What follows belongs to an exercise in optimizing a design on an open flow for small area; a production flow would make more cautious choices.
For this run, only the layout was checked, not whether the RTL still works.
No activity file was given, so power comes from the tool's default toggle rates.

## flow/config.mk

```make
export PLATFORM = sky130hd
export DESIGN_NAME = top
export DESIGN_NICKNAME = top
export VERILOG_FILES = /design/flow/design.v
export SDC_FILE = /design/flow/constraint.sdc
export NUM_CORES = 4
export LEC_CHECK = 0
export CAP_MARGIN = 20
export CORE_MARGIN = 2
export CORE_UTILIZATION = 40
export SLEW_MARGIN = 20
```

## flow/constraint.sdc

```tcl
create_clock -name core_clock -period 10.0 [get_ports {sys_clk}]
set_input_delay 2.0000 -clock core_clock [delete_from_list [all_inputs] [get_ports {sys_clk}]]
set_output_delay 2.0000 -clock core_clock [all_outputs]
set_load 0.01 [all_outputs]
```

## flow/design.v

```verilog
module uart_rx
(
    input clock,
    input n_reset,
    input rx,
    output reg [2:0] rx_class,
    output wire rx_ready
);
reg rx_sync_1;
reg rx_sync_2;
reg [3:0] st;
reg [7:0] baud_counter;
wire idle = (st == 4'd11) || (st == 4'd12);
wire tick = (baud_counter == 8'd233);
assign rx_ready = (st == 4'd11);
always @(posedge clock or negedge n_reset)
begin
    if (!n_reset)
      begin
        rx_sync_1 <= 1;
        rx_sync_2 <= 1;
        st <= 4'd12;
      end
    else
      begin
        rx_sync_1 <= rx;
        rx_sync_2 <= rx_sync_1;
        if (idle)
            st <= rx_sync_2 ? 4'd12 : 4'd15;
        else if (st == 4'd15)
          begin
            if (tick)
                st <= rx_sync_2 ? 4'd12 : 4'd0;
          end
        else if (st <= 4'd9)
          begin
            if (tick)
                st <= st + 1'b1;
          end
        else if (st == 4'd10)
            st <= 4'd11;
        else
            st <= 4'd12;
      end
end
always @(posedge clock)
begin
    if (idle)
        baud_counter <= 8'd117;
    else if (tick)
        baud_counter <= 0;
    else
        baud_counter <= baud_counter + 1'b1;
end
always @(posedge clock)
begin
    if (tick && st <= 4'd7)
      begin
        case (st[2:0])
            3'd0: rx_class <= {2'b00, rx_sync_2};
            3'd1: rx_class <= {1'b0, rx_sync_2, rx_class[0]};
            3'd2: case ({rx_sync_2, rx_class[1:0]})
                      3'd0: rx_class <= 3'b000;
                      3'd1: rx_class <= 3'b100;
                      3'd2: rx_class <= 3'b101;
                      3'd3: rx_class <= 3'b110;
                      3'd4: rx_class <= 3'b111;
                      default: rx_class <= 3'b001;
                  endcase
            3'd6: if (rx_class[2] ? !rx_sync_2 : (rx_sync_2 || rx_class != 3'b000))
                      rx_class <= 3'b001;
            default: if (rx_sync_2)
                      rx_class <= 3'b001;
        endcase
      end
end
endmodule
module uart_tx
(
    input clock,
    input n_reset,
    input send,
    input send_r,
    output wire tx,
    output wire tx_busy
);
reg [3:0] idx;
reg [7:0] baud_counter;
reg is_r;
wire tick = (baud_counter == 8'd234);
assign tx_busy = (idx <= 4'd11);
wire [9:0] frame = is_r ? {1'b1, 8'h52, 1'b0} : {1'b1, 8'h45, 1'b0};
assign tx = (idx >= 4'd1 && idx <= 4'd10) ? frame[idx - 1'b1] : 1'b1;
always @(posedge clock or negedge n_reset)
begin
    if (!n_reset)
        idx <= 4'd12;
    else if (idx == 4'd11 || idx == 4'd12 || idx == 4'd13 || idx == 4'd14)
        idx <= send ? 4'd15 : 4'd12;
    else if (idx == 4'd15)
        idx <= 4'd0;
    else if (tick)
        idx <= idx + 1'b1;
end
always @(posedge clock)
begin
    if (idx >= 4'd11)
        baud_counter <= 0;
    else if (tick)
        baud_counter <= 0;
    else
        baud_counter <= baud_counter + 1'b1;
end
always @(posedge clock)
begin
    if ((idx == 4'd11 || idx == 4'd12) && send)
        is_r <= send_r;
end
endmodule
module out_trigger
(
    input clock,
    input n_reset,
    input new_pattern_in,
    input [1:0] pulse_rate,
    output wire [5:0] led
);
reg [1:0] phase;
reg [18:0] pulse_counter;
assign led = {5'b11111, phase != 2'b10};
always @(posedge clock or negedge n_reset)
begin
    if (!n_reset)
        phase <= 2'b00;
    else
        case (phase)
            2'b00: if (new_pattern_in) phase <= 2'b01;
            2'b01: phase <= 2'b11;
            2'b11: phase <= 2'b10;
            2'b10: if (pulse_counter == 0) phase <= 2'b00;
        endcase
end
always @(posedge clock)
begin
    if (phase != 2'b10)
        case (pulse_rate)
            2'b00: pulse_counter <= 19'd26999;
            2'b01: pulse_counter <= 19'd53999;
            2'b10: pulse_counter <= 19'd134999;
            2'b11: pulse_counter <= 19'd269999;
        endcase
    else
        pulse_counter <= pulse_counter - 1'b1;
end
endmodule
module top #(parameter  BAUDRATE =  115200,
                        CLOCK_FREQ = 27000000)
(
    input sys_clk,           
    input sys_rst_n,         
    input rx,
    input button,
    output wire tx,
    output wire [5:0] led    
);
wire [2:0] rx_class;
wire rx_ready;
wire tx_busy;
reg button_prev;
reg [1:0] state;
uart_rx rx1 (.clock(sys_clk), .n_reset(sys_rst_n), .rx(rx), .rx_class(rx_class), .rx_ready(rx_ready));
uart_tx tx1 (.clock(sys_clk), .n_reset(sys_rst_n), .send(state[1]), .send_r(state[0]), .tx(tx), .tx_busy(tx_busy));
out_trigger outt1 (.clock(sys_clk), .n_reset(sys_rst_n), .new_pattern_in(state == 2'b11), .pulse_rate(rx_class[1:0]), .led(led));
always @(posedge sys_clk or negedge sys_rst_n)
begin
    if (!sys_rst_n)
      begin
        button_prev <= 0;
        state <= 2'b00;
      end
    else
      begin
        button_prev <= button;
        case (state)
            2'b00:
                if (rx_ready)
                  begin
                    if (rx_class != 3'b000)
                        state <= 2'b01;
                  end
                else if (button_prev && !button && !tx_busy)
                    state <= 2'b10;
            2'b01:
                state <= rx_class[2] ? 2'b11 : 2'b00;
            default:
                state <= 2'b00;
        endcase
      end
end
endmodule
```

## flow/run.sh

```bash
#!/bin/bash
# synth_recipe.tcl (not shown) runs the flow's synth.tcl, then flattens the netlist and writes it again
# the make line also repeats each setting of config.mk as NAME=value (left out here)
make -C /OpenROAD-flow-scripts/flow DESIGN_CONFIG=/design/flow/config.mk WORK_HOME=/design/flow/orfs CLKGATE_MAP_FILE= SYNTH_SCRIPT=/design/flow/synth_recipe.tcl finish
```

==> notes.md <==
-- synth_stat cells (4+ instances only) --
master / instances / area share (%)
xor2_1: 12 / 3.6
dfstp_2: 6 / 5.4
nor2_1: 36 / 4.6
dfrtp_1: 9 / 7.7
nor4b_1: 4 / 1.2
a21oi_1: 17 / 2.9
or3_1: 4 / 0.85
xnor2_1: 15 / 4.5
and3_1: 5 / 1.1
a31oi_1: 6 / 1.3
nand3_1: 13 / 2.2
dfxtp_1: 35 / 24
edfxtp_1: 4 / 4.1
buf_4: 5 / 1.3
clkbuf_1: 8 / 1.0
nor3_1: 11 / 1.9
inv_1: 15 / 1.9
o21ai_0: 23 / 3.9
ha_1: 17 / 7.3
nand2_1: 24 / 3.1
-- cell families (layout without fill, tap and decap cells) --
logic type	count (synthesis)	count (layout)	synth area share, %
and+or+nand+nor	122	122	22.4
AOI/OAI and AO/OA	67	67	13.7
DFF	54	54	41.0
buffers and inverters	33	30	4.95
xor gates and xnor gates	27	27	8.06
adders and majority gates	17	17	7.25
muxes	6	6	2.56
other	1	5	0.128
-- final cells by class --
class                   instances  area, µm²  area share (%)
clock buffers                   7       86.3            2.75
repair buffers                  6       57.6            1.84
inverters                      16       60.1            1.92
flip-flops and latches         54       1200            38.4
multi-input cells             244       1600            51.0
well taps                      99        124            3.95
clock inverters                 1       5.00           0.160
-- cell usage in the layout (no fill, tap or decap), drive strengths merged, types with 3 or more instances in the layout --
cell type | synthesis | final
a21boi | 3 | 3
o21ai | 24 | 24
clkbuf | 8 | 7
mux2i | 3 | 3
nor2 | 36 | 36
edfxtp | 4 | 4
dfstp | 6 | 6
ha | 17 | 17
nand2b | 3 | 3
nor3 | 11 | 11
dfrtp | 9 | 9
clkdlybuf4s50 | 0 | 5
conb | 1 | 5
a21o | 3 | 3
dfxtp | 35 | 35
nand4 | 3 | 3
inv | 15 | 15
nand3 | 13 | 13
and3 | 5 | 5
a31oi | 6 | 6
nand2 | 25 | 25
a21oi | 17 | 17
xnor2 | 15 | 15
nor4 | 5 | 5
nor4b | 4 | 4
xor2 | 12 | 12
or3 | 4 | 4
-- power breakdown --
part / switching, W / leakage (nW) / internal, W
clock network: 0.0000670 / 0.0482 / 0.0000560
logic: 0.00000248 / 0.665 / 0.00000158
registers: 0.000000777 / 0.492 / 0.000219
total: 0.0000702 / 1.21 / 0.000277
-- critical path, cell delays in order (launching register included) --
cell,delay [ps]
dfrtp_1,480
inv_1,180
ha_1,260
xor2_1,240
mux4_2,530
nand2_1,60
o311ai_0,110
clkdlybuf4s50_1,500
-- worst max-delay path by stage --
stage / startpoint / end / slack (ps) / cells after the start
floorplan: tx1.idx[0] / tx / 6250 / 6
global route: tx1.idx[0] / tx / 5120 / 7
detailed placement: tx1.idx[0] / tx / 5650 / 7
finish: tx1.idx[0] / tx / 5340 / 7
global placement: tx1.idx[0] / tx / 5720 / 7
CTS: tx1.idx[0] / tx / 5310 / 7
-- sequential cells by signal, indices dropped and copies added, names as in the netlist --
signal,cells
tx1.idx,4
outt1.phase,2
rx1.rx_class,3
tx1.is_r,1
rx1.rx_sync_1,1
tx1.baud_counter,8
button_prev,1
outt1.pulse_counter,19
rx1.st,4
rx1.rx_sync_2,1
rx1.baud_counter,8
state,2
-- routing by layer --
layer	up-vias	routed length, µm	global-route usage [%]	part of all wire (%)
met4	0	76	5.16	1.5
met3	7	140	2.93	2.7
met5	-	0	0	0
li1	1136	-	-	-
met2	29	2370	23.6	45
met1	1019	2640	20.3	50
-- through the flow --
| stage | instances | cell area, µm² |
|---|---|---|
| 2_1_floorplan | 331 | 2950 |
| 3_3_place_gp | 419 | 3040 |
| 3_5_place_dp | 419 | 3040 |
| 4_1_cts | 427 | 3140 |
| 5_1_grt | 427 | 3140 |
| 6_report | 427 | 3140 |
==> flow_summary.ini <==
[run_status]
status = timing/DRC/antenna clean

[min_path]
min_path_cells = 0
min_delay_worst_endpoint = rx1.rx_sync_2
hp-start = rx1.rx_sync_1
hold_class = flop to flop

[clocking]
clock_latency_ps = 300
path_clk_slew_ps = 90
ctsResizeCount = 0
post_cts_buffers = 0
clk_path_buf_depth = 2
cts_tree = yes
clkSinkCount = 54
htreeDepth = 2
cts_root_buffer = clkbuf_8
cts_hold_buf = 0
numCtsBuffers = 5

[synthesis]
synth-seq-cells = 54
yosysWarnings = 4
avgSynthCellArea_um2 = 8.97
netlist_instances = 327
ys_types = 57
yosysSeqAreaShare_pct = 41.0
synth_ff_type = dfxtp_1
syn_area_um2 = 2930
synth_edf_count = 4
synthArstFlopShare_pct = 27.8

[floorplan]
ios = 11
dieArea_um2 = 8030
core_um2 = 7180
die_y_um = 89.6
die_w_um = 89.6
row_count = 31
initial_core_util_pct = 40.9

[placed_design]
place_ws_ps = 5650
hpwl_um = 3860
portBuffers = 5
gp_congestion = 0.766

[power]
power.density_nw_per_um2 = 111
ir_drop_v = 0.0000572
leakage_nw = 1.21
finalPower_w = 0.000347

[critical_path]
path_class = flop to output port
reg2reg_depth = 5
cp-start-kind = flop
reg2reg_to = rx1.rx_class[0]
cp.arrival_ps = 2660
worstPathMaxFanout = 7
crit_path_end_kind = output port
reg2reg_from = rx1.baud_counter[0]
crit_required_ps = 8000
reg2reg_slack_ps = 8060

[route]
dr.pass1.iters = 4
vias = 2191
viasPerCell = 5.13
wl_per_cell_um = 12.3
wl_um = 5230
drc = 0
drt_iter0_drc = 82
drtAntennaViolNets = 0

[sta]
rsz0062_at_grt = no
fin_hold_ws_ps = 360
slew_violations = 0
finalSetupViolations = 0
fin_crit_sh_pct = 46.6
fin_skew_ps = 4.77
relSlewSlack_pct = 55.3
setup_ws_ps = 5340
finalHoldViolCount = 0
worst_pin_slew_ps = 669
max_freq_mhz = 215
final.min_clock_period_ps = 4660
fin_tns_setup_ps = 0

[finish]
fill_cells = 702
area_growth_pct = 6.91
num_antenna_cells = 0
drive_gt1_share_pct = 7.32
postLayoutCoreUtil_pct = 43.7
num-nets-final = 348

[global_route]
grt_max_degree = 19
grt_pass1_vias = 2086
grt_pass1_wl_um = 9450
gr-total-overflow = 0
antenna_found_initial = 0
grt_usage_pct = 14.9

[run]
maxCapViolations = 0

[afterwards: timing with drivers on the ports]
The results above use ideal ports. As a check the final layout listed here was re-extracted and re-timed, cells and wires unchanged.
Step 1, drivers: a clkbuf_16 drives sys_clk and a buf_2 each remaining input, both assumed.
Step 2, shift: input delay + t, output delay - t, t = (earliest + latest rising clock arrival at the registers) / 2. This alone moves slack from input paths to output paths.
Three values: ideal, step 1, step 2; two values: the first two.
shift t [ns]: 0.327
setup slack, ns: 5.341 / 5.311 / 5.638
worst data-port slew with drivers (ns): 0.03
cell pins on the clock port's net: 1
After both steps this run still meets setup and hold. For this run, drivers alone change the setup slack by -0.030 ns; drivers and shift together by +0.297 ns.
